Source: an optimization exercise on an open RTL-to-GDS flow (aim: small area and a short achievable clock period). Production flows keep margins and buffers that such runs may drop.
Function was checked by simulation only, so behaviour that the tests miss may differ from the original.

**design/flow/design.v**
```verilog
`timescale 1ns / 1ps
module binary_lif_neuron #(
    parameter POTENTIAL_WIDTH = 16,
    parameter FRACTION_BITS = 8
) (
    input wire clk,
    input wire reset,
    input wire I,
    input wire [FRACTION_BITS-1:0] lambda_val_scaled,
    input wire [POTENTIAL_WIDTH-1:0] theta_val_scaled,
    input wire [POTENTIAL_WIDTH-1:0] reset_val_scaled,
    output reg S
);
    reg [15:0] P;
    wire x1;
    wire w3;
    wire x5;
    wire w7;
    wire x9;
    wire w11;
    wire x13;
    wire w15;
    wire x17;
    wire w19;
    wire x21;
    wire w23;
    wire x25;
    wire w27;
    wire x29;
    wire w31;
    wire x33;
    wire w35;
    wire x37;
    wire w39;
    wire x41;
    wire w43;
    wire x45;
    wire w47;
    wire x49;
    wire w51;
    wire x53;
    wire w55;
    wire x57;
    wire w59;
    wire w61;
    wire w63;
    wire w65;
    wire w67;
    wire w69;
    wire w71;
    wire w73;
    wire w75;
    wire w77;
    wire w79;
    wire w81;
    wire w83;
    wire w85;
    wire w87;
    wire w89;
    wire w91;
    wire w93;
    wire w95;
    wire w97;
    wire w99;
    wire w101;
    wire w103;
    wire w105;
    wire w107;
    wire w109;
    wire w111;
    wire w113;
    wire w115;
    wire w117;
    wire w119;
    wire w121;
    wire w123;
    wire w125;
    wire w127;
    wire w129;
    wire w131;
    wire w133;
    wire w135;
    wire w137;
    wire w139;
    wire w141;
    wire w143;
    wire w145;
    wire w147;
    wire w149;
    wire w151;
    wire w153;
    wire w155;
    wire w157;
    wire x159;
    wire x161;
    wire x163;
    wire x165;
    wire x167;
    wire x169;
    wire x171;
    wire x173;
    wire x175;
    wire x177;
    wire x179;
    wire x181;
    wire x183;
    wire x185;
    wire x187;
    wire pp189;
    wire pp190;
    wire pp192;
    wire pp194;
    wire pp196;
    wire pp198;
    wire pp200;
    wire pp202;
    wire pp204;
    wire pp206;
    wire pp208;
    wire pp210;
    wire pp212;
    wire pp214;
    wire pp216;
    wire pp218;
    wire pp220;
    wire pp221;
    wire pp222;
    wire pp223;
    wire pp225;
    wire pp227;
    wire pp229;
    wire pp231;
    wire pp233;
    wire pp235;
    wire pp237;
    wire pp239;
    wire pp241;
    wire pp243;
    wire pp245;
    wire pp247;
    wire pp249;
    wire pp251;
    wire pp253;
    wire pp254;
    wire pp255;
    wire pp256;
    wire pp258;
    wire pp260;
    wire pp262;
    wire pp264;
    wire pp266;
    wire pp268;
    wire pp270;
    wire pp272;
    wire pp274;
    wire pp276;
    wire pp278;
    wire pp280;
    wire pp282;
    wire pp284;
    wire pp286;
    wire pp287;
    wire pp288;
    wire pp289;
    wire pp291;
    wire pp293;
    wire pp295;
    wire pp297;
    wire pp299;
    wire pp301;
    wire pp303;
    wire pp305;
    wire pp307;
    wire pp309;
    wire pp311;
    wire pp313;
    wire pp315;
    wire pp317;
    wire pp319;
    wire pp320;
    wire x321;
    wire w323;
    wire s325;
    wire c326;
    wire s328;
    wire c329;
    wire s331;
    wire c332;
    wire s334;
    wire c335;
    wire s337;
    wire c338;
    wire s340;
    wire c341;
    wire s343;
    wire c344;
    wire s346;
    wire c347;
    wire s349;
    wire c350;
    wire s352;
    wire c353;
    wire s355;
    wire c356;
    wire x358;
    wire w360;
    wire x362;
    wire w364;
    wire x366;
    wire w368;
    wire s370;
    wire c371;
    wire s373;
    wire c374;
    wire i376;
    wire s378;
    wire c379;
    wire s381;
    wire c382;
    wire s384;
    wire c385;
    wire s387;
    wire c388;
    wire s390;
    wire c391;
    wire s393;
    wire c394;
    wire s396;
    wire c397;
    wire s399;
    wire c400;
    wire s402;
    wire c403;
    wire s405;
    wire c406;
    wire s408;
    wire c409;
    wire s411;
    wire c412;
    wire i414;
    wire s416;
    wire c417;
    wire i419;
    wire s421;
    wire c422;
    wire x424;
    wire w426;
    wire x428;
    wire w430;
    wire x432;
    wire w434;
    wire x436;
    wire w438;
    wire x440;
    wire w442;
    wire x444;
    wire w446;
    wire x448;
    wire w450;
    wire w452;
    wire w454;
    wire w456;
    wire w458;
    wire w460;
    wire w462;
    wire w464;
    wire x466;
    wire w468;
    wire x470;
    wire w472;
    wire x474;
    wire w476;
    wire x478;
    wire w480;
    wire x482;
    wire w484;
    wire x486;
    wire w488;
    wire x490;
    wire w492;
    wire x494;
    wire w496;
    wire x498;
    wire w500;
    wire x502;
    wire w504;
    wire x506;
    wire w508;
    wire x510;
    wire w512;
    wire x514;
    wire w516;
    wire x518;
    wire w520;
    wire x522;
    wire w524;
    wire w526;
    wire w528;
    wire w530;
    wire w532;
    wire w534;
    wire w536;
    wire w538;
    wire w540;
    wire w542;
    wire w544;
    wire w546;
    wire w548;
    wire w550;
    wire w552;
    wire w554;
    wire w556;
    wire w558;
    wire w560;
    wire w562;
    wire w564;
    wire w566;
    wire w568;
    wire w570;
    wire w572;
    wire w574;
    wire w576;
    wire w578;
    wire w580;
    wire w582;
    wire w584;
    wire w586;
    wire w588;
    wire w590;
    wire w592;
    wire w594;
    wire w596;
    wire w598;
    wire w600;
    wire w602;
    wire w604;
    wire w606;
    wire w608;
    wire w610;
    wire w612;
    wire w614;
    wire w616;
    wire w618;
    wire w620;
    wire w622;
    wire w624;
    wire x626;
    wire x628;
    wire x630;
    wire x632;
    wire x634;
    wire x636;
    wire x638;
    wire x640;
    wire x642;
    wire x644;
    wire x646;
    wire x648;
    wire x650;
    wire x652;
    wire x654;
    wire x656;
    wire s658;
    wire c659;
    wire s661;
    wire c662;
    wire s664;
    wire c665;
    wire s667;
    wire c668;
    wire s670;
    wire c671;
    wire s673;
    wire c674;
    wire s676;
    wire c677;
    wire s679;
    wire c680;
    wire s682;
    wire c683;
    wire s685;
    wire c686;
    wire s688;
    wire c689;
    wire s691;
    wire c692;
    wire s694;
    wire c695;
    wire s697;
    wire c698;
    wire i700;
    wire s702;
    wire c703;
    wire x705;
    wire w707;
    wire i709;
    wire fg711;
    wire fp712;
    wire fg715;
    wire fp716;
    wire fg719;
    wire fp720;
    wire fg723;
    wire fp724;
    wire fg727;
    wire fp728;
    wire fg731;
    wire fp732;
    wire fg735;
    wire fp736;
    wire fg739;
    wire fp740;
    wire fg743;
    wire fp744;
    wire fg747;
    wire fp748;
    wire fg751;
    wire fp752;
    wire fg755;
    wire fp756;
    wire fg759;
    wire fp760;
    wire fg763;
    wire fp764;
    wire fg767;
    wire fp768;
    wire fg771;
    wire fp772;
    wire i775;
    wire i777;
    wire fz779;
    wire w781;
    wire w783;
    wire w785;
    wire w787;
    wire w789;
    wire w791;
    wire w793;
    wire w795;
    wire w797;
    wire w799;
    wire w801;
    wire w803;
    wire w805;
    wire w807;
    wire w809;
    wire w811;
    wire w813;
    wire w815;
    wire w817;
    wire w819;
    wire w821;
    wire w823;
    wire w825;
    wire w827;
    wire w829;
    wire w831;
    wire i833;
    wire i835;
    lif_xor2 u2 (.a(P[1]), .b(P[0]), .y(x1));
    lif_g0 u4 (.i0(P[1]), .i1(P[0]), .y(w3));
    lif_xor2 u6 (.a(P[2]), .b(P[1]), .y(x5));
    lif_g0 u8 (.i0(P[2]), .i1(P[1]), .y(w7));
    lif_xor2 u10 (.a(P[3]), .b(P[2]), .y(x9));
    lif_g0 u12 (.i0(P[3]), .i1(P[2]), .y(w11));
    lif_xor2 u14 (.a(P[4]), .b(P[3]), .y(x13));
    lif_g0 u16 (.i0(P[4]), .i1(P[3]), .y(w15));
    lif_xor2 u18 (.a(P[5]), .b(P[4]), .y(x17));
    lif_g0 u20 (.i0(P[5]), .i1(P[4]), .y(w19));
    lif_xor2 u22 (.a(P[6]), .b(P[5]), .y(x21));
    lif_g0 u24 (.i0(P[6]), .i1(P[5]), .y(w23));
    lif_xor2 u26 (.a(P[7]), .b(P[6]), .y(x25));
    lif_g0 u28 (.i0(P[7]), .i1(P[6]), .y(w27));
    lif_xor2 u30 (.a(P[8]), .b(P[7]), .y(x29));
    lif_g0 u32 (.i0(P[8]), .i1(P[7]), .y(w31));
    lif_xor2 u34 (.a(P[9]), .b(P[8]), .y(x33));
    lif_g0 u36 (.i0(P[9]), .i1(P[8]), .y(w35));
    lif_xor2 u38 (.a(P[10]), .b(P[9]), .y(x37));
    lif_g0 u40 (.i0(P[10]), .i1(P[9]), .y(w39));
    lif_xor2 u42 (.a(P[11]), .b(P[10]), .y(x41));
    lif_g0 u44 (.i0(P[11]), .i1(P[10]), .y(w43));
    lif_xor2 u46 (.a(P[12]), .b(P[11]), .y(x45));
    lif_g0 u48 (.i0(P[12]), .i1(P[11]), .y(w47));
    lif_xor2 u50 (.a(P[13]), .b(P[12]), .y(x49));
    lif_g0 u52 (.i0(P[13]), .i1(P[12]), .y(w51));
    lif_xor2 u54 (.a(P[14]), .b(P[13]), .y(x53));
    lif_g0 u56 (.i0(P[14]), .i1(P[13]), .y(w55));
    lif_xor2 u58 (.a(P[15]), .b(P[14]), .y(x57));
    lif_g0 u60 (.i0(P[15]), .i1(P[14]), .y(w59));
    lif_g1 u62 (.i0(w7), .i1(x5), .i2(w3), .y(w61));
    lif_g1 u64 (.i0(w15), .i1(x13), .i2(w11), .y(w63));
    lif_g0 u66 (.i0(x13), .i1(x9), .y(w65));
    lif_g1 u68 (.i0(w23), .i1(x21), .i2(w19), .y(w67));
    lif_g0 u70 (.i0(x21), .i1(x17), .y(w69));
    lif_g1 u72 (.i0(w31), .i1(x29), .i2(w27), .y(w71));
    lif_g0 u74 (.i0(x29), .i1(x25), .y(w73));
    lif_g1 u76 (.i0(w39), .i1(x37), .i2(w35), .y(w75));
    lif_g0 u78 (.i0(x37), .i1(x33), .y(w77));
    lif_g1 u80 (.i0(w47), .i1(x45), .i2(w43), .y(w79));
    lif_g0 u82 (.i0(x45), .i1(x41), .y(w81));
    lif_g1 u84 (.i0(w55), .i1(x53), .i2(w51), .y(w83));
    lif_g0 u86 (.i0(x53), .i1(x49), .y(w85));
    lif_g2 u88 (.i0(1'b0), .i1(P[15]), .i2(w59), .y(w87));
    lif_g0 u90 (.i0(P[15]), .i1(x57), .y(w89));
    lif_g3 u92 (.i0(w11), .i1(x9), .i2(w61), .y(w91));
    lif_g4 u94 (.i0(w63), .i1(w65), .i2(w61), .y(w93));
    lif_g3 u96 (.i0(w27), .i1(x25), .i2(w67), .y(w95));
    lif_g5 u98 (.i0(x25), .i1(w69), .y(w97));
    lif_g4 u100 (.i0(w71), .i1(w73), .i2(w67), .y(w99));
    lif_g6 u102 (.i0(w73), .i1(w69), .y(w101));
    lif_g3 u104 (.i0(w43), .i1(x41), .i2(w75), .y(w103));
    lif_g5 u106 (.i0(x41), .i1(w77), .y(w105));
    lif_g4 u108 (.i0(w79), .i1(w81), .i2(w75), .y(w107));
    lif_g6 u110 (.i0(w81), .i1(w77), .y(w109));
    lif_g3 u112 (.i0(w59), .i1(x57), .i2(w83), .y(w111));
    lif_g5 u114 (.i0(x57), .i1(w85), .y(w113));
    lif_g7 u116 (.i0(w87), .i1(w89), .i2(w83), .y(w115));
    lif_g6 u118 (.i0(w89), .i1(w85), .y(w117));
    lif_g1 u120 (.i0(w19), .i1(x17), .i2(w93), .y(w119));
    lif_g8 u122 (.i0(w67), .i1(w69), .i2(w93), .y(w121));
    lif_g9 u124 (.i0(w95), .i1(w97), .i2(w93), .y(w123));
    lif_g1 u126 (.i0(w99), .i1(w101), .i2(w93), .y(w125));
    lif_g1 u128 (.i0(w51), .i1(x49), .i2(w107), .y(w127));
    lif_g0 u130 (.i0(x49), .i1(w109), .y(w129));
    lif_g8 u132 (.i0(w83), .i1(w85), .i2(w107), .y(w131));
    lif_g10 u134 (.i0(w85), .i1(w109), .y(w133));
    lif_g9 u136 (.i0(w111), .i1(w113), .i2(w107), .y(w135));
    lif_g10 u138 (.i0(w113), .i1(w109), .y(w137));
    lif_g2 u140 (.i0(w115), .i1(w117), .i2(w107), .y(w139));
    lif_g0 u142 (.i0(w117), .i1(w109), .y(w141));
    lif_g3 u144 (.i0(w35), .i1(x33), .i2(w125), .y(w143));
    lif_g4 u146 (.i0(w75), .i1(w77), .i2(w125), .y(w145));
    lif_g7 u148 (.i0(w103), .i1(w105), .i2(w125), .y(w147));
    lif_g3 u150 (.i0(w107), .i1(w109), .i2(w125), .y(w149));
    lif_g4 u152 (.i0(w127), .i1(w129), .i2(w125), .y(w151));
    lif_g4 u154 (.i0(w131), .i1(w133), .i2(w125), .y(w153));
    lif_g4 u156 (.i0(w135), .i1(w137), .i2(w125), .y(w155));
    lif_g7 u158 (.i0(w139), .i1(w141), .i2(w125), .y(w157));
    lif_xnor2 u160 (.a(x5), .b(w3), .y(x159));
    lif_xor2 u162 (.a(x9), .b(w61), .y(x161));
    lif_xnor2 u164 (.a(x13), .b(w91), .y(x163));
    lif_xnor2 u166 (.a(x17), .b(w93), .y(x165));
    lif_xor2 u168 (.a(x21), .b(w119), .y(x167));
    lif_xor2 u170 (.a(x25), .b(w121), .y(x169));
    lif_xor2 u172 (.a(x29), .b(w123), .y(x171));
    lif_xor2 u174 (.a(x33), .b(w125), .y(x173));
    lif_xnor2 u176 (.a(x37), .b(w143), .y(x175));
    lif_xnor2 u178 (.a(x41), .b(w145), .y(x177));
    lif_xor2 u180 (.a(x45), .b(w147), .y(x179));
    lif_xnor2 u182 (.a(x49), .b(w149), .y(x181));
    lif_xnor2 u184 (.a(x53), .b(w151), .y(x183));
    lif_xnor2 u186 (.a(x57), .b(w153), .y(x185));
    lif_xnor2 u188 (.a(P[15]), .b(w155), .y(x187));
    wire [17:0] P3 = {w157, x187, x185, x183, x181, x179, x177, x175, x173, x171, x169, x167, x165, x163, x161, x159, x1, P[0]};
    wire [17:0] P1 = {2'b00, P};
    wire [17:0] P2 = {1'b0, P, 1'b0};
    wire s0_0 = ~lambda_val_scaled[0] & ~lambda_val_scaled[1];
    wire s1_0 =  lambda_val_scaled[0] & ~lambda_val_scaled[1];
    wire s2_0 = ~lambda_val_scaled[0] &  lambda_val_scaled[1];
    wire s3_0 =  lambda_val_scaled[0] &  lambda_val_scaled[1];
    assign pp189 = ~((P1[0] & s1_0) | (P3[0] & s3_0));
    lif_sel u191 (.a(P1[1]), .b(P2[1]), .c(P3[1]), .sa(s1_0), .sb(s2_0), .sc(s3_0), .yn(pp190));
    lif_sel u193 (.a(P1[2]), .b(P2[2]), .c(P3[2]), .sa(s1_0), .sb(s2_0), .sc(s3_0), .yn(pp192));
    lif_sel u195 (.a(P1[3]), .b(P2[3]), .c(P3[3]), .sa(s1_0), .sb(s2_0), .sc(s3_0), .yn(pp194));
    lif_sel u197 (.a(P1[4]), .b(P2[4]), .c(P3[4]), .sa(s1_0), .sb(s2_0), .sc(s3_0), .yn(pp196));
    lif_sel u199 (.a(P1[5]), .b(P2[5]), .c(P3[5]), .sa(s1_0), .sb(s2_0), .sc(s3_0), .yn(pp198));
    lif_sel u201 (.a(P1[6]), .b(P2[6]), .c(P3[6]), .sa(s1_0), .sb(s2_0), .sc(s3_0), .yn(pp200));
    lif_sel u203 (.a(P1[7]), .b(P2[7]), .c(P3[7]), .sa(s1_0), .sb(s2_0), .sc(s3_0), .yn(pp202));
    lif_sel u205 (.a(P1[8]), .b(P2[8]), .c(P3[8]), .sa(s1_0), .sb(s2_0), .sc(s3_0), .yn(pp204));
    lif_sel u207 (.a(P1[9]), .b(P2[9]), .c(P3[9]), .sa(s1_0), .sb(s2_0), .sc(s3_0), .yn(pp206));
    lif_sel u209 (.a(P1[10]), .b(P2[10]), .c(P3[10]), .sa(s1_0), .sb(s2_0), .sc(s3_0), .yn(pp208));
    lif_sel u211 (.a(P1[11]), .b(P2[11]), .c(P3[11]), .sa(s1_0), .sb(s2_0), .sc(s3_0), .yn(pp210));
    lif_sel u213 (.a(P1[12]), .b(P2[12]), .c(P3[12]), .sa(s1_0), .sb(s2_0), .sc(s3_0), .yn(pp212));
    lif_sel u215 (.a(P1[13]), .b(P2[13]), .c(P3[13]), .sa(s1_0), .sb(s2_0), .sc(s3_0), .yn(pp214));
    lif_sel u217 (.a(P1[14]), .b(P2[14]), .c(P3[14]), .sa(s1_0), .sb(s2_0), .sc(s3_0), .yn(pp216));
    lif_sel u219 (.a(P1[15]), .b(P2[15]), .c(P3[15]), .sa(s1_0), .sb(s2_0), .sc(s3_0), .yn(pp218));
    assign pp220 = ~((I & (s0_0 | s1_0)) | (s2_0 & (P2[16] ^ I)) | (s3_0 & (P3[16] ^ I)));
    assign pp221 = ~((s2_0 & (P2[16] & I)) | (s3_0 & (P3[17] ^ (P3[16] & I))));
    wire s0_1 = ~lambda_val_scaled[2] & ~lambda_val_scaled[3];
    wire s1_1 =  lambda_val_scaled[2] & ~lambda_val_scaled[3];
    wire s2_1 = ~lambda_val_scaled[2] &  lambda_val_scaled[3];
    wire s3_1 =  lambda_val_scaled[2] &  lambda_val_scaled[3];
    assign pp222 = ~((P1[0] & s1_1) | (P3[0] & s3_1));
    lif_sel u224 (.a(P1[1]), .b(P2[1]), .c(P3[1]), .sa(s1_1), .sb(s2_1), .sc(s3_1), .yn(pp223));
    lif_sel u226 (.a(P1[2]), .b(P2[2]), .c(P3[2]), .sa(s1_1), .sb(s2_1), .sc(s3_1), .yn(pp225));
    lif_sel u228 (.a(P1[3]), .b(P2[3]), .c(P3[3]), .sa(s1_1), .sb(s2_1), .sc(s3_1), .yn(pp227));
    lif_sel u230 (.a(P1[4]), .b(P2[4]), .c(P3[4]), .sa(s1_1), .sb(s2_1), .sc(s3_1), .yn(pp229));
    lif_sel u232 (.a(P1[5]), .b(P2[5]), .c(P3[5]), .sa(s1_1), .sb(s2_1), .sc(s3_1), .yn(pp231));
    lif_sel u234 (.a(P1[6]), .b(P2[6]), .c(P3[6]), .sa(s1_1), .sb(s2_1), .sc(s3_1), .yn(pp233));
    lif_sel u236 (.a(P1[7]), .b(P2[7]), .c(P3[7]), .sa(s1_1), .sb(s2_1), .sc(s3_1), .yn(pp235));
    lif_sel u238 (.a(P1[8]), .b(P2[8]), .c(P3[8]), .sa(s1_1), .sb(s2_1), .sc(s3_1), .yn(pp237));
    lif_sel u240 (.a(P1[9]), .b(P2[9]), .c(P3[9]), .sa(s1_1), .sb(s2_1), .sc(s3_1), .yn(pp239));
    lif_sel u242 (.a(P1[10]), .b(P2[10]), .c(P3[10]), .sa(s1_1), .sb(s2_1), .sc(s3_1), .yn(pp241));
    lif_sel u244 (.a(P1[11]), .b(P2[11]), .c(P3[11]), .sa(s1_1), .sb(s2_1), .sc(s3_1), .yn(pp243));
    lif_sel u246 (.a(P1[12]), .b(P2[12]), .c(P3[12]), .sa(s1_1), .sb(s2_1), .sc(s3_1), .yn(pp245));
    lif_sel u248 (.a(P1[13]), .b(P2[13]), .c(P3[13]), .sa(s1_1), .sb(s2_1), .sc(s3_1), .yn(pp247));
    lif_sel u250 (.a(P1[14]), .b(P2[14]), .c(P3[14]), .sa(s1_1), .sb(s2_1), .sc(s3_1), .yn(pp249));
    lif_sel u252 (.a(P1[15]), .b(P2[15]), .c(P3[15]), .sa(s1_1), .sb(s2_1), .sc(s3_1), .yn(pp251));
    assign pp253 = ~((P2[16] & s2_1) | (P3[16] & s3_1));
    assign pp254 = ~((P3[17] & s3_1));
    wire s0_2 = ~lambda_val_scaled[4] & ~lambda_val_scaled[5];
    wire s1_2 =  lambda_val_scaled[4] & ~lambda_val_scaled[5];
    wire s2_2 = ~lambda_val_scaled[4] &  lambda_val_scaled[5];
    wire s3_2 =  lambda_val_scaled[4] &  lambda_val_scaled[5];
    assign pp255 = ~((P1[0] & s1_2) | (P3[0] & s3_2));
    lif_sel u257 (.a(P1[1]), .b(P2[1]), .c(P3[1]), .sa(s1_2), .sb(s2_2), .sc(s3_2), .yn(pp256));
    lif_sel u259 (.a(P1[2]), .b(P2[2]), .c(P3[2]), .sa(s1_2), .sb(s2_2), .sc(s3_2), .yn(pp258));
    lif_sel u261 (.a(P1[3]), .b(P2[3]), .c(P3[3]), .sa(s1_2), .sb(s2_2), .sc(s3_2), .yn(pp260));
    lif_sel u263 (.a(P1[4]), .b(P2[4]), .c(P3[4]), .sa(s1_2), .sb(s2_2), .sc(s3_2), .yn(pp262));
    lif_sel u265 (.a(P1[5]), .b(P2[5]), .c(P3[5]), .sa(s1_2), .sb(s2_2), .sc(s3_2), .yn(pp264));
    lif_sel u267 (.a(P1[6]), .b(P2[6]), .c(P3[6]), .sa(s1_2), .sb(s2_2), .sc(s3_2), .yn(pp266));
    lif_sel u269 (.a(P1[7]), .b(P2[7]), .c(P3[7]), .sa(s1_2), .sb(s2_2), .sc(s3_2), .yn(pp268));
    lif_sel u271 (.a(P1[8]), .b(P2[8]), .c(P3[8]), .sa(s1_2), .sb(s2_2), .sc(s3_2), .yn(pp270));
    lif_sel u273 (.a(P1[9]), .b(P2[9]), .c(P3[9]), .sa(s1_2), .sb(s2_2), .sc(s3_2), .yn(pp272));
    lif_sel u275 (.a(P1[10]), .b(P2[10]), .c(P3[10]), .sa(s1_2), .sb(s2_2), .sc(s3_2), .yn(pp274));
    lif_sel u277 (.a(P1[11]), .b(P2[11]), .c(P3[11]), .sa(s1_2), .sb(s2_2), .sc(s3_2), .yn(pp276));
    lif_sel u279 (.a(P1[12]), .b(P2[12]), .c(P3[12]), .sa(s1_2), .sb(s2_2), .sc(s3_2), .yn(pp278));
    lif_sel u281 (.a(P1[13]), .b(P2[13]), .c(P3[13]), .sa(s1_2), .sb(s2_2), .sc(s3_2), .yn(pp280));
    lif_sel u283 (.a(P1[14]), .b(P2[14]), .c(P3[14]), .sa(s1_2), .sb(s2_2), .sc(s3_2), .yn(pp282));
    lif_sel u285 (.a(P1[15]), .b(P2[15]), .c(P3[15]), .sa(s1_2), .sb(s2_2), .sc(s3_2), .yn(pp284));
    assign pp286 = ~((P2[16] & s2_2) | (P3[16] & s3_2));
    assign pp287 = ~((P3[17] & s3_2));
    wire s0_3 = ~lambda_val_scaled[6] & ~lambda_val_scaled[7];
    wire s1_3 =  lambda_val_scaled[6] & ~lambda_val_scaled[7];
    wire s2_3 = ~lambda_val_scaled[6] &  lambda_val_scaled[7];
    wire s3_3 =  lambda_val_scaled[6] &  lambda_val_scaled[7];
    assign pp288 = ~((P1[0] & s1_3) | (P3[0] & s3_3));
    lif_sel u290 (.a(P1[1]), .b(P2[1]), .c(P3[1]), .sa(s1_3), .sb(s2_3), .sc(s3_3), .yn(pp289));
    lif_sel u292 (.a(P1[2]), .b(P2[2]), .c(P3[2]), .sa(s1_3), .sb(s2_3), .sc(s3_3), .yn(pp291));
    lif_sel u294 (.a(P1[3]), .b(P2[3]), .c(P3[3]), .sa(s1_3), .sb(s2_3), .sc(s3_3), .yn(pp293));
    lif_sel u296 (.a(P1[4]), .b(P2[4]), .c(P3[4]), .sa(s1_3), .sb(s2_3), .sc(s3_3), .yn(pp295));
    lif_sel u298 (.a(P1[5]), .b(P2[5]), .c(P3[5]), .sa(s1_3), .sb(s2_3), .sc(s3_3), .yn(pp297));
    lif_sel u300 (.a(P1[6]), .b(P2[6]), .c(P3[6]), .sa(s1_3), .sb(s2_3), .sc(s3_3), .yn(pp299));
    lif_sel u302 (.a(P1[7]), .b(P2[7]), .c(P3[7]), .sa(s1_3), .sb(s2_3), .sc(s3_3), .yn(pp301));
    lif_sel u304 (.a(P1[8]), .b(P2[8]), .c(P3[8]), .sa(s1_3), .sb(s2_3), .sc(s3_3), .yn(pp303));
    lif_sel u306 (.a(P1[9]), .b(P2[9]), .c(P3[9]), .sa(s1_3), .sb(s2_3), .sc(s3_3), .yn(pp305));
    lif_sel u308 (.a(P1[10]), .b(P2[10]), .c(P3[10]), .sa(s1_3), .sb(s2_3), .sc(s3_3), .yn(pp307));
    lif_sel u310 (.a(P1[11]), .b(P2[11]), .c(P3[11]), .sa(s1_3), .sb(s2_3), .sc(s3_3), .yn(pp309));
    lif_sel u312 (.a(P1[12]), .b(P2[12]), .c(P3[12]), .sa(s1_3), .sb(s2_3), .sc(s3_3), .yn(pp311));
    lif_sel u314 (.a(P1[13]), .b(P2[13]), .c(P3[13]), .sa(s1_3), .sb(s2_3), .sc(s3_3), .yn(pp313));
    lif_sel u316 (.a(P1[14]), .b(P2[14]), .c(P3[14]), .sa(s1_3), .sb(s2_3), .sc(s3_3), .yn(pp315));
    lif_sel u318 (.a(P1[15]), .b(P2[15]), .c(P3[15]), .sa(s1_3), .sb(s2_3), .sc(s3_3), .yn(pp317));
    assign pp319 = ~((P2[16] & s2_3) | (P3[16] & s3_3));
    assign pp320 = ~((P3[17] & s3_3));
    lif_xnor2 u322 (.a(pp200), .b(pp229), .y(x321));
    lif_g6 u324 (.i0(pp200), .i1(pp229), .y(w323));
    lif_fa u327 (.a(pp202), .b(pp231), .c(pp260), .s(s325), .co(c326));
    lif_fa u330 (.a(pp204), .b(pp233), .c(pp262), .s(s328), .co(c329));
    lif_fa u333 (.a(pp206), .b(pp235), .c(pp264), .s(s331), .co(c332));
    lif_fa u336 (.a(pp208), .b(pp237), .c(pp266), .s(s334), .co(c335));
    lif_fa u339 (.a(pp210), .b(pp239), .c(pp268), .s(s337), .co(c338));
    lif_fa u342 (.a(pp212), .b(pp241), .c(pp270), .s(s340), .co(c341));
    lif_fa u345 (.a(pp214), .b(pp243), .c(pp272), .s(s343), .co(c344));
    lif_fa u348 (.a(pp216), .b(pp245), .c(pp274), .s(s346), .co(c347));
    lif_fa u351 (.a(pp218), .b(pp247), .c(pp276), .s(s349), .co(c350));
    lif_fa u354 (.a(pp220), .b(pp249), .c(pp278), .s(s352), .co(c353));
    lif_fa u357 (.a(pp221), .b(pp251), .c(pp280), .s(s355), .co(c356));
    lif_xnor2 u359 (.a(pp253), .b(pp282), .y(x358));
    lif_g6 u361 (.i0(pp253), .i1(pp282), .y(w360));
    lif_xnor2 u363 (.a(pp254), .b(pp284), .y(x362));
    lif_g6 u365 (.i0(pp254), .i1(pp284), .y(w364));
    lif_xnor2 u367 (.a(pp196), .b(pp225), .y(x366));
    lif_g6 u369 (.i0(pp196), .i1(pp225), .y(w368));
    lif_fa u372 (.a(pp198), .b(pp227), .c(pp256), .s(s370), .co(c371));
    lif_fa u375 (.a(pp258), .b(pp288), .c(x321), .s(s373), .co(c374));
    lif_inv u377 (.a(w323), .y(i376));
    lif_fa u380 (.a(pp289), .b(s325), .c(i376), .s(s378), .co(c379));
    lif_fa u383 (.a(pp291), .b(s328), .c(c326), .s(s381), .co(c382));
    lif_fa u386 (.a(pp293), .b(s331), .c(c329), .s(s384), .co(c385));
    lif_fa u389 (.a(pp295), .b(s334), .c(c332), .s(s387), .co(c388));
    lif_fa u392 (.a(pp297), .b(s337), .c(c335), .s(s390), .co(c391));
    lif_fa u395 (.a(pp299), .b(s340), .c(c338), .s(s393), .co(c394));
    lif_fa u398 (.a(pp301), .b(s343), .c(c341), .s(s396), .co(c397));
    lif_fa u401 (.a(pp303), .b(s346), .c(c344), .s(s399), .co(c400));
    lif_fa u404 (.a(pp305), .b(s349), .c(c347), .s(s402), .co(c403));
    lif_fa u407 (.a(pp307), .b(s352), .c(c350), .s(s405), .co(c406));
    lif_fa u410 (.a(pp309), .b(s355), .c(c353), .s(s408), .co(c409));
    lif_fa u413 (.a(pp311), .b(x358), .c(c356), .s(s411), .co(c412));
    lif_inv u415 (.a(w360), .y(i414));
    lif_fa u418 (.a(pp313), .b(x362), .c(i414), .s(s416), .co(c417));
    lif_inv u420 (.a(w364), .y(i419));
    lif_fa u423 (.a(pp286), .b(pp315), .c(i419), .s(s421), .co(c422));
    lif_xnor2 u425 (.a(pp287), .b(pp317), .y(x424));
    lif_g6 u427 (.i0(pp287), .i1(pp317), .y(w426));
    lif_xor2 u429 (.a(pp192), .b(pp222), .y(x428));
    lif_g6 u431 (.i0(pp192), .i1(pp222), .y(w430));
    lif_xor2 u433 (.a(pp194), .b(pp223), .y(x432));
    lif_g6 u435 (.i0(pp194), .i1(pp223), .y(w434));
    lif_xor2 u437 (.a(pp255), .b(x366), .y(x436));
    lif_g6 u439 (.i0(pp255), .i1(x366), .y(w438));
    lif_xnor2 u441 (.a(s370), .b(w368), .y(x440));
    lif_g10 u443 (.i0(s370), .i1(w368), .y(w442));
    lif_xor2 u445 (.a(s373), .b(c371), .y(x444));
    lif_g6 u447 (.i0(s373), .i1(c371), .y(w446));
    lif_xor2 u449 (.a(s378), .b(c374), .y(x448));
    lif_g6 u451 (.i0(s378), .i1(c374), .y(w450));
    lif_g11 u453 (.i0(w434), .i1(x432), .i2(w430), .y(w452));
    lif_g3 u455 (.i0(w442), .i1(x440), .i2(w438), .y(w454));
    lif_g0 u457 (.i0(x440), .i1(x436), .y(w456));
    lif_g11 u459 (.i0(w450), .i1(x448), .i2(w446), .y(w458));
    lif_g0 u461 (.i0(x448), .i1(x444), .y(w460));
    lif_g9 u463 (.i0(w454), .i1(w456), .i2(w452), .y(w462));
    lif_g7 u465 (.i0(w458), .i1(w460), .i2(w462), .y(w464));
    lif_xor2 u467 (.a(s381), .b(c379), .y(x466));
    lif_g6 u469 (.i0(s381), .i1(c379), .y(w468));
    lif_xor2 u471 (.a(s384), .b(c382), .y(x470));
    lif_g6 u473 (.i0(s384), .i1(c382), .y(w472));
    lif_xor2 u475 (.a(s387), .b(c385), .y(x474));
    lif_g6 u477 (.i0(s387), .i1(c385), .y(w476));
    lif_xor2 u479 (.a(s390), .b(c388), .y(x478));
    lif_g6 u481 (.i0(s390), .i1(c388), .y(w480));
    lif_xor2 u483 (.a(s393), .b(c391), .y(x482));
    lif_g6 u485 (.i0(s393), .i1(c391), .y(w484));
    lif_xor2 u487 (.a(s396), .b(c394), .y(x486));
    lif_g6 u489 (.i0(s396), .i1(c394), .y(w488));
    lif_xor2 u491 (.a(s399), .b(c397), .y(x490));
    lif_g6 u493 (.i0(s399), .i1(c397), .y(w492));
    lif_xor2 u495 (.a(s402), .b(c400), .y(x494));
    lif_g6 u497 (.i0(s402), .i1(c400), .y(w496));
    lif_xor2 u499 (.a(s405), .b(c403), .y(x498));
    lif_g6 u501 (.i0(s405), .i1(c403), .y(w500));
    lif_xor2 u503 (.a(s408), .b(c406), .y(x502));
    lif_g6 u505 (.i0(s408), .i1(c406), .y(w504));
    lif_xor2 u507 (.a(s411), .b(c409), .y(x506));
    lif_g6 u509 (.i0(s411), .i1(c409), .y(w508));
    lif_xor2 u511 (.a(s416), .b(c412), .y(x510));
    lif_g6 u513 (.i0(s416), .i1(c412), .y(w512));
    lif_xor2 u515 (.a(s421), .b(c417), .y(x514));
    lif_g6 u517 (.i0(s421), .i1(c417), .y(w516));
    lif_xor2 u519 (.a(x424), .b(c422), .y(x518));
    lif_g6 u521 (.i0(x424), .i1(c422), .y(w520));
    lif_xnor2 u523 (.a(pp319), .b(w426), .y(x522));
    lif_g10 u525 (.i0(pp319), .i1(w426), .y(w524));
    lif_g11 u527 (.i0(w468), .i1(x466), .i2(w464), .y(w526));
    lif_g2 u529 (.i0(w472), .i1(x470), .i2(w526), .y(w528));
    lif_g11 u531 (.i0(w480), .i1(x478), .i2(w476), .y(w530));
    lif_g0 u533 (.i0(x478), .i1(x474), .y(w532));
    lif_g11 u535 (.i0(w488), .i1(x486), .i2(w484), .y(w534));
    lif_g0 u537 (.i0(x486), .i1(x482), .y(w536));
    lif_g11 u539 (.i0(w496), .i1(x494), .i2(w492), .y(w538));
    lif_g0 u541 (.i0(x494), .i1(x490), .y(w540));
    lif_g11 u543 (.i0(w504), .i1(x502), .i2(w500), .y(w542));
    lif_g0 u545 (.i0(x502), .i1(x498), .y(w544));
    lif_g11 u547 (.i0(w512), .i1(x510), .i2(w508), .y(w546));
    lif_g0 u549 (.i0(x510), .i1(x506), .y(w548));
    lif_g11 u551 (.i0(w520), .i1(x518), .i2(w516), .y(w550));
    lif_g0 u553 (.i0(x518), .i1(x514), .y(w552));
    lif_g8 u555 (.i0(1'b0), .i1(pp320), .i2(w524), .y(w554));
    lif_g10 u557 (.i0(pp320), .i1(x522), .y(w556));
    lif_g2 u559 (.i0(w476), .i1(x474), .i2(w528), .y(w558));
    lif_g9 u561 (.i0(w530), .i1(w532), .i2(w528), .y(w560));
    lif_g2 u563 (.i0(w492), .i1(x490), .i2(w534), .y(w562));
    lif_g5 u565 (.i0(x490), .i1(w536), .y(w564));
    lif_g9 u567 (.i0(w538), .i1(w540), .i2(w534), .y(w566));
    lif_g6 u569 (.i0(w540), .i1(w536), .y(w568));
    lif_g2 u571 (.i0(w508), .i1(x506), .i2(w542), .y(w570));
    lif_g5 u573 (.i0(x506), .i1(w544), .y(w572));
    lif_g9 u575 (.i0(w546), .i1(w548), .i2(w542), .y(w574));
    lif_g6 u577 (.i0(w548), .i1(w544), .y(w576));
    lif_g1 u579 (.i0(w524), .i1(x522), .i2(w550), .y(w578));
    lif_g5 u581 (.i0(x522), .i1(w552), .y(w580));
    lif_g8 u583 (.i0(w554), .i1(w556), .i2(w550), .y(w582));
    lif_g6 u585 (.i0(w556), .i1(w552), .y(w584));
    lif_g11 u587 (.i0(w484), .i1(x482), .i2(w560), .y(w586));
    lif_g7 u589 (.i0(w534), .i1(w536), .i2(w560), .y(w588));
    lif_g7 u591 (.i0(w562), .i1(w564), .i2(w560), .y(w590));
    lif_g11 u593 (.i0(w566), .i1(w568), .i2(w560), .y(w592));
    lif_g11 u595 (.i0(w516), .i1(x514), .i2(w574), .y(w594));
    lif_g0 u597 (.i0(x514), .i1(w576), .y(w596));
    lif_g7 u599 (.i0(w550), .i1(w552), .i2(w574), .y(w598));
    lif_g10 u601 (.i0(w552), .i1(w576), .y(w600));
    lif_g4 u603 (.i0(w578), .i1(w580), .i2(w574), .y(w602));
    lif_g10 u605 (.i0(w580), .i1(w576), .y(w604));
    lif_g11 u607 (.i0(w582), .i1(w584), .i2(w574), .y(w606));
    lif_g0 u609 (.i0(w584), .i1(w576), .y(w608));
    lif_g2 u611 (.i0(w500), .i1(x498), .i2(w592), .y(w610));
    lif_g9 u613 (.i0(w542), .i1(w544), .i2(w592), .y(w612));
    lif_g9 u615 (.i0(w570), .i1(w572), .i2(w592), .y(w614));
    lif_g2 u617 (.i0(w574), .i1(w576), .i2(w592), .y(w616));
    lif_g9 u619 (.i0(w594), .i1(w596), .i2(w592), .y(w618));
    lif_g8 u621 (.i0(w598), .i1(w600), .i2(w592), .y(w620));
    lif_g9 u623 (.i0(w602), .i1(w604), .i2(w592), .y(w622));
    lif_g9 u625 (.i0(w606), .i1(w608), .i2(w592), .y(w624));
    lif_xor2 u627 (.a(x466), .b(w464), .y(x626));
    lif_xnor2 u629 (.a(x470), .b(w526), .y(x628));
    lif_xnor2 u631 (.a(x474), .b(w528), .y(x630));
    lif_xnor2 u633 (.a(x478), .b(w558), .y(x632));
    lif_xor2 u635 (.a(x482), .b(w560), .y(x634));
    lif_xnor2 u637 (.a(x486), .b(w586), .y(x636));
    lif_xor2 u639 (.a(x490), .b(w588), .y(x638));
    lif_xor2 u641 (.a(x494), .b(w590), .y(x640));
    lif_xnor2 u643 (.a(x498), .b(w592), .y(x642));
    lif_xnor2 u645 (.a(x502), .b(w610), .y(x644));
    lif_xor2 u647 (.a(x506), .b(w612), .y(x646));
    lif_xor2 u649 (.a(x510), .b(w614), .y(x648));
    lif_xnor2 u651 (.a(x514), .b(w616), .y(x650));
    lif_xor2 u653 (.a(x518), .b(w618), .y(x652));
    lif_xor2 u655 (.a(x522), .b(w620), .y(x654));
    lif_xnor2 u657 (.a(pp320), .b(w622), .y(x656));
    wire [15:0] Pc = {x656, x654, x652, x650, x648, x646, x644, x642, x640, x638, x636, x634, x632, x630, x628, x626};
    lif_fa u660 (.a(s381), .b(c379), .c(theta_val_scaled[0]), .s(s658), .co(c659));
    lif_fa u663 (.a(s384), .b(c382), .c(theta_val_scaled[1]), .s(s661), .co(c662));
    lif_fa u666 (.a(s387), .b(c385), .c(theta_val_scaled[2]), .s(s664), .co(c665));
    lif_fa u669 (.a(s390), .b(c388), .c(theta_val_scaled[3]), .s(s667), .co(c668));
    lif_fa u672 (.a(s393), .b(c391), .c(theta_val_scaled[4]), .s(s670), .co(c671));
    lif_fa u675 (.a(s396), .b(c394), .c(theta_val_scaled[5]), .s(s673), .co(c674));
    lif_fa u678 (.a(s399), .b(c397), .c(theta_val_scaled[6]), .s(s676), .co(c677));
    lif_fa u681 (.a(s402), .b(c400), .c(theta_val_scaled[7]), .s(s679), .co(c680));
    lif_fa u684 (.a(s405), .b(c403), .c(theta_val_scaled[8]), .s(s682), .co(c683));
    lif_fa u687 (.a(s408), .b(c406), .c(theta_val_scaled[9]), .s(s685), .co(c686));
    lif_fa u690 (.a(s411), .b(c409), .c(theta_val_scaled[10]), .s(s688), .co(c689));
    lif_fa u693 (.a(s416), .b(c412), .c(theta_val_scaled[11]), .s(s691), .co(c692));
    lif_fa u696 (.a(s421), .b(c417), .c(theta_val_scaled[12]), .s(s694), .co(c695));
    lif_fa u699 (.a(x424), .b(c422), .c(theta_val_scaled[13]), .s(s697), .co(c698));
    lif_inv u701 (.a(w426), .y(i700));
    lif_fa u704 (.a(pp319), .b(i700), .c(theta_val_scaled[14]), .s(s702), .co(c703));
    lif_xnor2 u706 (.a(pp320), .b(theta_val_scaled[15]), .y(x705));
    lif_g6 u708 (.i0(pp320), .i1(theta_val_scaled[15]), .y(w707));
    lif_inv u710 (.a(w464), .y(i709));
    lif_nor2 u713 (.a(s658), .b(i709), .y(fg711));
    lif_nand2 u714 (.a(s658), .b(i709), .y(fp712));
    lif_nor2 u717 (.a(s661), .b(c659), .y(fg715));
    lif_nand2 u718 (.a(s661), .b(c659), .y(fp716));
    lif_nor2 u721 (.a(s664), .b(c662), .y(fg719));
    lif_nand2 u722 (.a(s664), .b(c662), .y(fp720));
    lif_nor2 u725 (.a(s667), .b(c665), .y(fg723));
    lif_nand2 u726 (.a(s667), .b(c665), .y(fp724));
    lif_nor2 u729 (.a(s670), .b(c668), .y(fg727));
    lif_nand2 u730 (.a(s670), .b(c668), .y(fp728));
    lif_nor2 u733 (.a(s673), .b(c671), .y(fg731));
    lif_nand2 u734 (.a(s673), .b(c671), .y(fp732));
    lif_nor2 u737 (.a(s676), .b(c674), .y(fg735));
    lif_nand2 u738 (.a(s676), .b(c674), .y(fp736));
    lif_nor2 u741 (.a(s679), .b(c677), .y(fg739));
    lif_nand2 u742 (.a(s679), .b(c677), .y(fp740));
    lif_nor2 u745 (.a(s682), .b(c680), .y(fg743));
    lif_nand2 u746 (.a(s682), .b(c680), .y(fp744));
    lif_nor2 u749 (.a(s685), .b(c683), .y(fg747));
    lif_nand2 u750 (.a(s685), .b(c683), .y(fp748));
    lif_nor2 u753 (.a(s688), .b(c686), .y(fg751));
    lif_nand2 u754 (.a(s688), .b(c686), .y(fp752));
    lif_nor2 u757 (.a(s691), .b(c689), .y(fg755));
    lif_nand2 u758 (.a(s691), .b(c689), .y(fp756));
    lif_nor2 u761 (.a(s694), .b(c692), .y(fg759));
    lif_nand2 u762 (.a(s694), .b(c692), .y(fp760));
    lif_nor2 u765 (.a(s697), .b(c695), .y(fg763));
    lif_nand2 u766 (.a(s697), .b(c695), .y(fp764));
    lif_nor2 u769 (.a(s702), .b(c698), .y(fg767));
    lif_nand2 u770 (.a(s702), .b(c698), .y(fp768));
    lif_nor2 u773 (.a(x705), .b(c703), .y(fg771));
    lif_nand2 u774 (.a(x705), .b(c703), .y(fp772));
    lif_inv u776 (.a(fg711), .y(i775));
    lif_inv u778 (.a(fp712), .y(i777));
    lif_nand2 u780 (.a(i775), .b(i777), .y(fz779));
    lif_g11 u782 (.i0(fg715), .i1(fp716), .i2(fz779), .y(w781));
    lif_g11 u784 (.i0(fg723), .i1(fp724), .i2(fg719), .y(w783));
    lif_g0 u786 (.i0(fp724), .i1(fp720), .y(w785));
    lif_g11 u788 (.i0(fg731), .i1(fp732), .i2(fg727), .y(w787));
    lif_g0 u790 (.i0(fp732), .i1(fp728), .y(w789));
    lif_g11 u792 (.i0(fg739), .i1(fp740), .i2(fg735), .y(w791));
    lif_g0 u794 (.i0(fp740), .i1(fp736), .y(w793));
    lif_g11 u796 (.i0(fg747), .i1(fp748), .i2(fg743), .y(w795));
    lif_g0 u798 (.i0(fp748), .i1(fp744), .y(w797));
    lif_g11 u800 (.i0(fg755), .i1(fp756), .i2(fg751), .y(w799));
    lif_g0 u802 (.i0(fp756), .i1(fp752), .y(w801));
    lif_g11 u804 (.i0(fg763), .i1(fp764), .i2(fg759), .y(w803));
    lif_g0 u806 (.i0(fp764), .i1(fp760), .y(w805));
    lif_g11 u808 (.i0(fg771), .i1(fp772), .i2(fg767), .y(w807));
    lif_g0 u810 (.i0(fp772), .i1(fp768), .y(w809));
    lif_g9 u812 (.i0(w783), .i1(w785), .i2(w781), .y(w811));
    lif_g9 u814 (.i0(w791), .i1(w793), .i2(w787), .y(w813));
    lif_g6 u816 (.i0(w793), .i1(w789), .y(w815));
    lif_g9 u818 (.i0(w799), .i1(w801), .i2(w795), .y(w817));
    lif_g6 u820 (.i0(w801), .i1(w797), .y(w819));
    lif_g9 u822 (.i0(w807), .i1(w809), .i2(w803), .y(w821));
    lif_g6 u824 (.i0(w809), .i1(w805), .y(w823));
    lif_g11 u826 (.i0(w813), .i1(w815), .i2(w811), .y(w825));
    lif_g11 u828 (.i0(w821), .i1(w823), .i2(w817), .y(w827));
    lif_g0 u830 (.i0(w823), .i1(w819), .y(w829));
    lif_g9 u832 (.i0(w827), .i1(w829), .i2(w825), .y(w831));
    lif_inv u834 (.a(w831), .y(i833));
    lif_inv u836 (.a(w707), .y(i835));
    wire spike = ~(i833 & i835);
    always @(posedge clk or posedge reset) begin
        if (reset) begin
            P <= 16'd0;
            S <= 1'b0;
        end else begin
            S <= spike;
            P <= spike ? reset_val_scaled : Pc;
        end
    end
endmodule
module lif_fa (input wire a, input wire b, input wire c, output wire s, output wire co);
    assign s = a ^ b ^ c;
    assign co = (a & b) | (a & c) | (b & c);
endmodule
module lif_ha (input wire a, input wire b, output wire s, output wire co);
    assign s = a ^ b;
    assign co = a & b;
endmodule
module lif_inv (input wire a, output wire y);
    assign y = ~a;
endmodule
module lif_aoi21 (input wire a, input wire b, input wire c, output wire y);
    assign y = ~(a | (b & c));
endmodule
module lif_oai21 (input wire a, input wire b, input wire c, output wire y);
    assign y = ~(a & (b | c));
endmodule
module lif_nand2 (input wire a, input wire b, output wire y);
    assign y = ~(a & b);
endmodule
module lif_nor2 (input wire a, input wire b, output wire y);
    assign y = ~(a | b);
endmodule
module lif_or2 (input wire a, input wire b, output wire y);
    assign y = a | b;
endmodule
module lif_xor2 (input wire a, input wire b, output wire y);
    assign y = a ^ b;
endmodule
module lif_xnor2 (input wire a, input wire b, output wire y);
    assign y = ~(a ^ b);
endmodule
module lif_geq (input wire a, input wire b, output wire g, output wire p);
    assign g = a & ~b;
    assign p = a | ~b;
endmodule
module lif_sel (input wire a, input wire b, input wire c, input wire sa, input wire sb,
                input wire sc, output wire yn);
    assign yn = ~((a & sa) | (b & sb) | (c & sc));
endmodule
module lif_g0 (input wire i0, input wire i1, output wire y);
    assign y = ~((i0 & i1));
endmodule
module lif_g1 (input wire i0, input wire i1, input wire i2, output wire y);
    assign y = (~i0 | (i1 & ~i2));
endmodule
module lif_g2 (input wire i0, input wire i1, input wire i2, output wire y);
    assign y = ~((i0 | (i1 & ~i2)));
endmodule
module lif_g3 (input wire i0, input wire i1, input wire i2, output wire y);
    assign y = ~((~i0 | (i1 & i2)));
endmodule
module lif_g4 (input wire i0, input wire i1, input wire i2, output wire y);
    assign y = ~((i0 | (~i1 & i2)));
endmodule
module lif_g5 (input wire i0, input wire i1, output wire y);
    assign y = ~((i0 & ~i1));
endmodule
module lif_g6 (input wire i0, input wire i1, output wire y);
    assign y = (~i0 & ~i1);
endmodule
module lif_g7 (input wire i0, input wire i1, input wire i2, output wire y);
    assign y = (~i0 | (~i1 & i2));
endmodule
module lif_g8 (input wire i0, input wire i1, input wire i2, output wire y);
    assign y = (i0 | (~i1 & ~i2));
endmodule
module lif_g9 (input wire i0, input wire i1, input wire i2, output wire y);
    assign y = (~i0 | (~i1 & ~i2));
endmodule
module lif_g10 (input wire i0, input wire i1, output wire y);
    assign y = ~((~i0 & i1));
endmodule
module lif_g11 (input wire i0, input wire i1, input wire i2, output wire y);
    assign y = ~((i0 | (i1 & i2)));
endmodule
```
**design/flow/run.sh**
```bash
#!/bin/bash
# synth_recipe.tcl (not shown) runs the flow's synth.tcl, then flattens the netlist and writes it again
# the make line also repeats each setting of config.mk as NAME=value (left out here)
make -C /OpenROAD-flow-scripts/flow DESIGN_CONFIG=/design/flow/config.mk WORK_HOME=/design/flow/orfs CLKGATE_MAP_FILE= SYNTH_SCRIPT=/design/flow/synth_recipe.tcl finish
```
**design/flow/config.mk**
```make
export PLATFORM = sky130hd
export DESIGN_NAME = binary_lif_neuron
export DESIGN_NICKNAME = binary_lif_neuron
export VERILOG_FILES = /design/flow/design.v
export SDC_FILE = /design/flow/constraint.sdc
export NUM_CORES = 4
export LEC_CHECK = 0
export CAP_MARGIN = 20
export CORE_MARGIN = 2
export CORE_UTILIZATION = 40
export SLEW_MARGIN = 20
export SYNTH_HIERARCHICAL = 1
```
**design/flow/constraint.sdc**
```tcl
create_clock -name core_clock -period 9.0 [get_ports {clk}]
set_input_delay 1.8000 -clock core_clock [delete_from_list [all_inputs] [get_ports {clk}]]
set_output_delay 1.8000 -clock core_clock [all_outputs]
set_load 0.01 [all_outputs]
```
==> flow_summary.toml, run 1 <==
[setup_path]
cp_data_required_time_ps = 9150
critical_path.endpoint_type = "register"
crit_path_start_kind = "input port"
max_stage_delay_ps = 900
critical_path.cell_chain = "clkdlybuf4s50_1 -> nor2b_1 -> a222oi_1 -> fa_1 -> fa_1 -> xor2_1 -> nand2_1 -> o21ai_2 -> inv_1 -> nor2_1 -> inv_1 -> nand2_1 -> a21oi_2 -> o21ai_1 -> a21oi_2 -> o21ai_1 -> inv_1 -> nand2_4 -> mux2_2"
slowest_stage = "nor2b_1"
crit_fanout = 17
path_class = "in -> reg"
critPathArrivalTime_ps = 6900
crit_path_frequent_cell = "inv_1"

[yosys]
async_flop_share_pct = 100
postSynthAreaPerCell_um2 = 8.79
synth_edf_count = 0
netlist_top_cells_area = "fa_1 (20%), a222oi_1 (14%), dfrtp_1 (10%)"
synth_seq_cells = 17
seq_total_area_yosys_pct = 10.0
yosys_warnings = 7
cell_type_with_the_largest_total_area_after_synthesis = "fa_1"
netlist.area_leader.share_pct = 19.8
synth_cell_type_count = 25
netlist_top_cells_count = "nand2_1 (67), a222oi_1 (59), nor2_1 (49)"
yosys.cell_count.top_type = "nand2_1"
syn_nets = 571
syn-instance-count = 484
synth-main-ff-cell = "dfrtp_1"
post_synth_instance_area_um2 = 4260

[floorplan]
placementRows = 37
die_h_um = 107
dieArea_um2 = 11500
floorplan.die.width_um = 107
ios = 44
design.core.area_um2 = 10300
initial_core_util_pct = 41.2

[grt]
first_global_vias = 3965
grt.overflow.total = 0
number_of_antenna_violations_at_the_first_check_in_global_routing = 0
grt_util_all_layers_pct = 21.1
global_route_wire_length_before_repair_um = 19600
pin_count_of_the_biggest_net_entering_global_routing = 18

[job]
cap_violations = 0

[sta]
finalSetupTns_ps = 0
worst_slew_margin_rel_pct = 24.2
timing.final.crit_share_pct = 75.0
worst_slew_pin_slew_ps = 1130
max_freq_ghz = 0.148
clock_skew_ps = 10.8
drv_slew = 0
finalWorstSetupSlack_ps = 2250
setup_viol = 0
unrepaired_setup_endpoints_after_global_routing = "false"
finalCriticalPeriod_ps = 6750
timing_hold_violations_final = 0

[clock_tree]
post_cts.repair.setup_buffers = 0
cts.htree.levels = 1
clk_path_buf_depth = 2
clk_latency_ps = 270
numCtsBuffers = 3
cts_root_buf = "clkbuf_8"
path_clk_slew_ps = 90
hold_buffers = 0
clock_tree_from_tritoncts = "done"
cts_sinks = 17
postCtsResizedCells = 0

[status]
run_status = "finished clean"

[route]
avgViaCountPerCell = 5.84
detailroute.via_count = 3889
first_pass_iters = 14
wl_um = 11500
drc_errors = 0
antenna_violating_nets_post_route = 0
avgRoutedWirePerCell_um = 17.2
detailed_router_s_first_iteration_violation_count = 525

[final_layout]
insertedDiodeCount = 0
drive_above_1_share_pct = 17.4
synthToLayoutAreaGrowth_pct = 15.0
layout_net_count = 618
instances_no_fill = 666
final_util_pct = 47.4

[place]
dp_hpwl_um = 8810
detailedPlace.worstSlack_ps = 2030
numPlacedInstances = 662
numPortBuffers = 43
place_congestion = 0.825

[worst_hold_path]
timing.hold.worst.class = "reg -> reg"
==> per-module statistics from Yosys (local to each module, per instance), excerpt <==
module / flip-flops and latches / cells inside / copies in the design / cell area [µm²]
binary_lif_neuron: 17 / 68 / 1 / 888
lif_fa: 0 / 1 / 42 / 20.0
lif_g0: 0 / 1 / 41 / 3.75
lif_g1: 0 / 2 / 11 / 12.5
lif_g10: 0 / 1 / 6 / 6.26
lif_g11: 0 / 1 / 22 / 8.76
lif_g3: 0 / 1 / 7 / 11.3
lif_g5: 0 / 1 / 6 / 6.26
lif_g7: 0 / 2 / 7 / 12.5
lif_g8: 0 / 1 / 3 / 7.51
lif_g9: 0 / 1 / 15 / 5.00
lif_inv: 0 / 1 / 9 / 3.75
lif_nor2: 0 / 1 / 16 / 3.75
lif_sel: 0 / 1 / 59 / 10.0
lif_xnor2: 0 / 1 / 25 / 8.76
lif_xor2: 0 / 1 / 47 / 8.76
==> through the flow <==
step	area, µm²	hold slack [ps]
floorplan	4260	1120
CTS	4880	1340
global route	4890	1430
detailed placement	4840	1310
global placement	4840	1290
finish	4890	1360
==> cell families (layout without fill, tap and decap cells) <==
family          count (synthesis)  in the layout  synth area share [%]
xor+xnor                       73             73                  15.0
mux                            21             21                  6.32
buf+inv                        45             91                  4.35
other cells                     1              1                0.0881
fa+ha+maj                      44             44                  20.3
compound gates                142            142                  29.8
simple gates                  141            141                  14.0
flops                          17             17                  10.0
==> sequential cells by signal, indices dropped and copies added, names as in the netlist <==
name and flops:
P 16, S 1
==> metal layers <==
layer / track usage (%) / vias up / routed length (µm)
li1: - / 1848 / -
met1: 29.9 / 1879 / 5020
met2: 34.6 / 145 / 5590
met3: 2.01 / 17 / 667
met4: 5.10 / 0 / 183
met5: 0 / - / 0
==> worst paths after layout <==
check | from | endpoint | slack [ps] | cells past startpoint
min in group asynchronous | reset | S$_DFF_PP0_ | 1960 | 2
setup reg to reg | P[2]$_DFF_PP0_ | P[15]$_DFF_PP0_ | 2860 | 21
setup / recovery | lambda_val_scaled[2] | P[15]$_DFF_PP0_ | 2250 | 19
hold reg to reg | P[0]$_DFF_PP0_ | P[0]$_DFF_PP0_ | 1360 | 8
max in group asynchronous | reset | P[12]$_DFF_PP0_ | 6550 | 2
hold / removal | P[0]$_DFF_PP0_ | P[0]$_DFF_PP0_ | 1360 | 8
==> placed cells by master, fill, tap and decap left out, drive strengths merged <==
cell / Yosys / layout
conb: 1 / 1
clkinv: 0 / 1
mux2: 20 / 20
and2: 4 / 4
a21o: 1 / 1
nand2b: 12 / 12
ha: 2 / 2
o21bai: 3 / 3
xnor2: 26 / 26
nor2: 49 / 49
o21ai: 34 / 34
xor2: 47 / 47
inv: 44 / 44
nand2: 68 / 68
dfrtp: 17 / 17
clkbuf: 0 / 3
a222oi: 59 / 59
fa: 42 / 42
mux2i: 1 / 1
nor2b: 8 / 8
a21boi: 7 / 7
clkdlybuf4s50: 0 / 43
a21oi: 38 / 38
==> worst max-delay path, delay by kind of cell <==
family / cells / cell delay, ps
fa+ha+maj: 2 / 1150
xor+xnor: 1 / 240
simple gates: 5 / 1450
buf+inv: 4 / 760
mux: 1 / 380
compound gates: 6 / 1100
==> final cells by class <==
type	instances	area, µm²
clock buffers	3	41.3
clock inverters	1	5.00
fillers	1011	5430
inverters	44	165
multi-input cells	422	3650
flip-flops and latches	17	425
well taps	136	170
repair buffers	43	430
==> inputs of run 2 (changes only) <==
--- a/design/flow/config.mk
+++ b/design/flow/config.mk
@@ -8,5 +8,6 @@
 export CAP_MARGIN = 20
 export CORE_MARGIN = 2
 export CORE_UTILIZATION = 40
+export SETUP_SLACK_MARGIN = 3.0
 export SLEW_MARGIN = 20
 export SYNTH_HIERARCHICAL = 1
==> run 2 against run 1 <==
Against the previous run: setup slack gained 970 ps; sequential cell count is the same; largest cell class unchanged; final cell count grew 3.3%; via count grew 2.9%; routed wire length grew 5.4%; critical endpoint is now P[10]$_DFF_PP0_; clock skew shrank 1.1 ps; area after synthesis is the same; first-iteration DRC count grew 32%; worst hold slack gained 14 ps; sequential share of layout area shrank 0.26 points.
==> flow_summary.toml, run 2 <==
[status]
run_status = "finished clean"

[sta]
clock_skew_ps = 9.71
unrepaired_setup_endpoints_after_global_routing = "true"
finalCriticalPeriod_ps = 5780
worst_slew_pin_slew_ps = 758
timing_hold_violations_final = 0
worst_slew_margin_rel_pct = 49.4
max_freq_ghz = 0.173
drv_slew = 0
setup_viol = 0
timing.final.crit_share_pct = 64.2
finalSetupTns_ps = 0

[route]
antenna_violating_nets_post_route = 0
detailroute.via_count = 4002
first_pass_iters = 12
avgViaCountPerCell = 5.82
drc_errors = 0
wl_um = 12100
detailed_router_s_first_iteration_violation_count = 691
avgRoutedWirePerCell_um = 17.6

[yosys]
syn_nets = 571
synth-main-ff-cell = "dfrtp_1"
seq_total_area_yosys_pct = 10.0
netlist_top_cells_count = "nand2_1 (67), a222oi_1 (59), nor2_1 (49)"
post_synth_instance_area_um2 = 4260
netlist.area_leader.share_pct = 19.8
cell_type_with_the_largest_total_area_after_synthesis = "fa_1"
async_flop_share_pct = 100
yosys.cell_count.top_type = "nand2_1"
yosys_warnings = 7
netlist_top_cells_area = "fa_1 (20%), a222oi_1 (14%), dfrtp_1 (10%)"
synth_seq_cells = 17
synth_edf_count = 0
syn-instance-count = 484
postSynthAreaPerCell_um2 = 8.79
synth_cell_type_count = 25

[setup_path]
cp_data_required_time_ps = 9150
max_stage_delay_ps = 590
critPathArrivalTime_ps = 5930
critical_path.endpoint_type = "register"
critical_path.reg2reg.endpoint = "P[10]$_DFF_PP0_"
critical_path.n_buffers_inverters = 2
slack_of_the_worst_reg_to_reg_path_ps = 3280
crit_path_start_kind = "input port"
ff2ff_path_depth = 21
crit_fanout = 8
critical_path.cell_chain = "clkdlybuf4s50_1 -> ha_1 -> mux2_2 -> mux2i_1 -> fa_1 -> fa_1 -> fa_1 -> nor2_1 -> a21oi_2 -> o21ai_1 -> a21oi_2 -> o21ai_1 -> inv_2 -> nand2_4 -> mux2_4"
cp_num_cells = 15
cell_family_with_the_largest_share_of_critical_path_delay = "adder cells"
worstSetupStartpoint = "I"
critPathCapture = "P[10]$_DFF_PP0_"
timing.rr.start = "P[2]$_DFF_PP0_"
crit_path_frequent_cell = "fa_1"
path_class = "in -> reg"
slowest_stage = "fa_1"

[grt]
grt.overflow.total = 0
first_global_vias = 4032
number_of_antenna_violations_at_the_first_check_in_global_routing = 0
global_route_wire_length_before_repair_um = 20300
pin_count_of_the_biggest_net_entering_global_routing = 18
grt_util_all_layers_pct = 21.8

[clock_tree]
hold_buffers = 0
clk_path_buf_depth = 2
path_clk_slew_ps = 90
cts.htree.levels = 1
clk_latency_ps = 270
clock_tree_from_tritoncts = "done"
cts_root_buf = "clkbuf_8"
cts_sinks = 17
numCtsBuffers = 3

[final_layout]
largest_registers = "P: 16 flops, S: 1 flops"
largest_register_ff_count = 16
mostFrequentLayoutCells = "nand2_1 (67), a222oi_1 (59), nor2_1 (49), xor2_1 (45), inv_1 (43)"
layout_commonest_cell = "nand2_1"
register_with_the_most_flip_flops = "P"
instances_no_fill = 688
insertedDiodeCount = 0
post-route-cell-area_um2 = 5190
final_util_pct = 50.3
drive_above_1_share_pct = 24.8
synthToLayoutAreaGrowth_pct = 21.9
layout_net_count = 640

[worst_hold_path]
hold_path_depth = 8
timing.hold.worst.class = "reg -> reg"

[floorplan]
dieArea_um2 = 11500
floorplan.die.width_um = 107
design.core.area_um2 = 10300
die_h_um = 107
placementRows = 37
ios = 44
initial_core_util_pct = 41.2

[job]
cap_violations = 0

[place]
placed_cell_area_um2 = 4840
dp_hpwl_um = 8810
place_congestion = 0.825
numPlacedInstances = 662
numPortBuffers = 43
[run 2: cell counts after synthesis]
Identical to the previous run, type by type.
[run 2: what timing repair did]
| item | CTS | global route |
|---|---|---|
| resized for setup | 26 | 20 |
| setup buffers | 12 | 9 |
| setup endpoints to repair | 17 | 16 |
| gates cloned | 1 | 0 |
| hold endpoints to repair | 0 | 0 |
| pin swaps | 6 | 7 |
[run 2: worst register-to-register path, delay by kind of cell (launching register included)]
family / cells / cell delay [ps]
AO/OA/AOI/OAI: 8 / 1190
XOR/XNOR: 2 / 570
adder cells (fa/ha/maj): 4 / 1970
buffers and inverters: 2 / 230
flip-flops: 1 / 530
multiplexers: 3 / 910
AND/OR/NAND/NOR: 2 / 200
[run 2: worst min-delay path by stage]
stage                   startpoint              to
detailed placement  P[0]$_DFF_PP0_  P[0]$_DFF_PP0_
global route        P[0]$_DFF_PP0_  P[0]$_DFF_PP0_
finish              P[0]$_DFF_PP0_  P[0]$_DFF_PP0_
CTS                 P[0]$_DFF_PP0_  P[0]$_DFF_PP0_
floorplan           P[0]$_DFF_PP0_  P[0]$_DFF_PP0_
global placement    P[0]$_DFF_PP0_  P[0]$_DFF_PP0_
[run 2: cell families after synthesis]
family,share of synthesized area (%)
other,0.0881
AO/OA/AOI/OAI,29.8
multiplexers,6.32
flip-flops,10.0
adder cells (fa/ha/maj),20.3
buffers and inverters,4.35
XOR/XNOR,15.0
AND/OR/NAND/NOR,14.0
[run 2: layout make-up]
class | count | area (µm²)
repair buffers | 64 | 592
clock buffers | 3 | 41.3
flip-flops and latches | 17 | 438
well taps | 136 | 170
inverters | 44 | 165
fillers | 993 | 5130
clock inverters | 1 | 5.00
multi-input cells | 423 | 3780
[run 2: per-module statistics from Yosys, one instance, submodules excluded, a selection]
module / cell area (µm²) / flops+latches
lif_g1: 12.5 / 0
lif_xor2: 8.76 / 0
binary_lif_neuron: 888 / 17
lif_g9: 5.00 / 0
lif_g11: 8.76 / 0
lif_g8: 7.51 / 0
lif_g2: 12.5 / 0
lif_nor2: 3.75 / 0
[run 2: metrics by stage]
| stage | setup slack [ps] | hold WS, ps |
|---|---|---|
| 6_report | 3220 | 1380 |
| 5_1_grt | 2980 | 1450 |
| 4_1_cts | 3000 | 1350 |
| 3_5_place_dp | 2030 | 1310 |
| 3_3_place_gp | 2190 | 1290 |
| 2_1_floorplan | 3480 | 1120 |
[run 2: per-layer routing]
metal  vias up  routed length (µm)  global-route usage, %
met5         -                   0                      0
met4         0                 165                   5.47
met3        14                 746                   1.70
met2       163                5890                   35.9
met1      1931                5270                   31.1
li1       1894                   -                      -

## port drivers added, routing unchanged
Ports are ideal in the flow. The routed layouts listed here were re-timed in OpenROAD.
Step 1, drivers: a clkbuf_16 drives clk and a buf_2 each remaining input, both assumed.
Step 2 moves the port delays by t, midway between the first and last clock arrival at a register: inputs arrive t later, outputs are due t later. That takes back most of the time a late clock gives input paths.
Slacks: ideal ports / drivers / drivers and shift; pairs: ideal ports / drivers.
run	shift t [ns]	slack for setup (ns)	worst setup path after step 2
run 1	0.293	2.251 / 2.258 / 1.964	input to register
run 2	0.293	3.222 / 3.230 / 2.937	input to register
After both steps setup and hold are still met in every run listed. For run 1, which loses most, drivers alone change the setup slack by +0.007 ns; drivers and shift together by -0.287 ns.
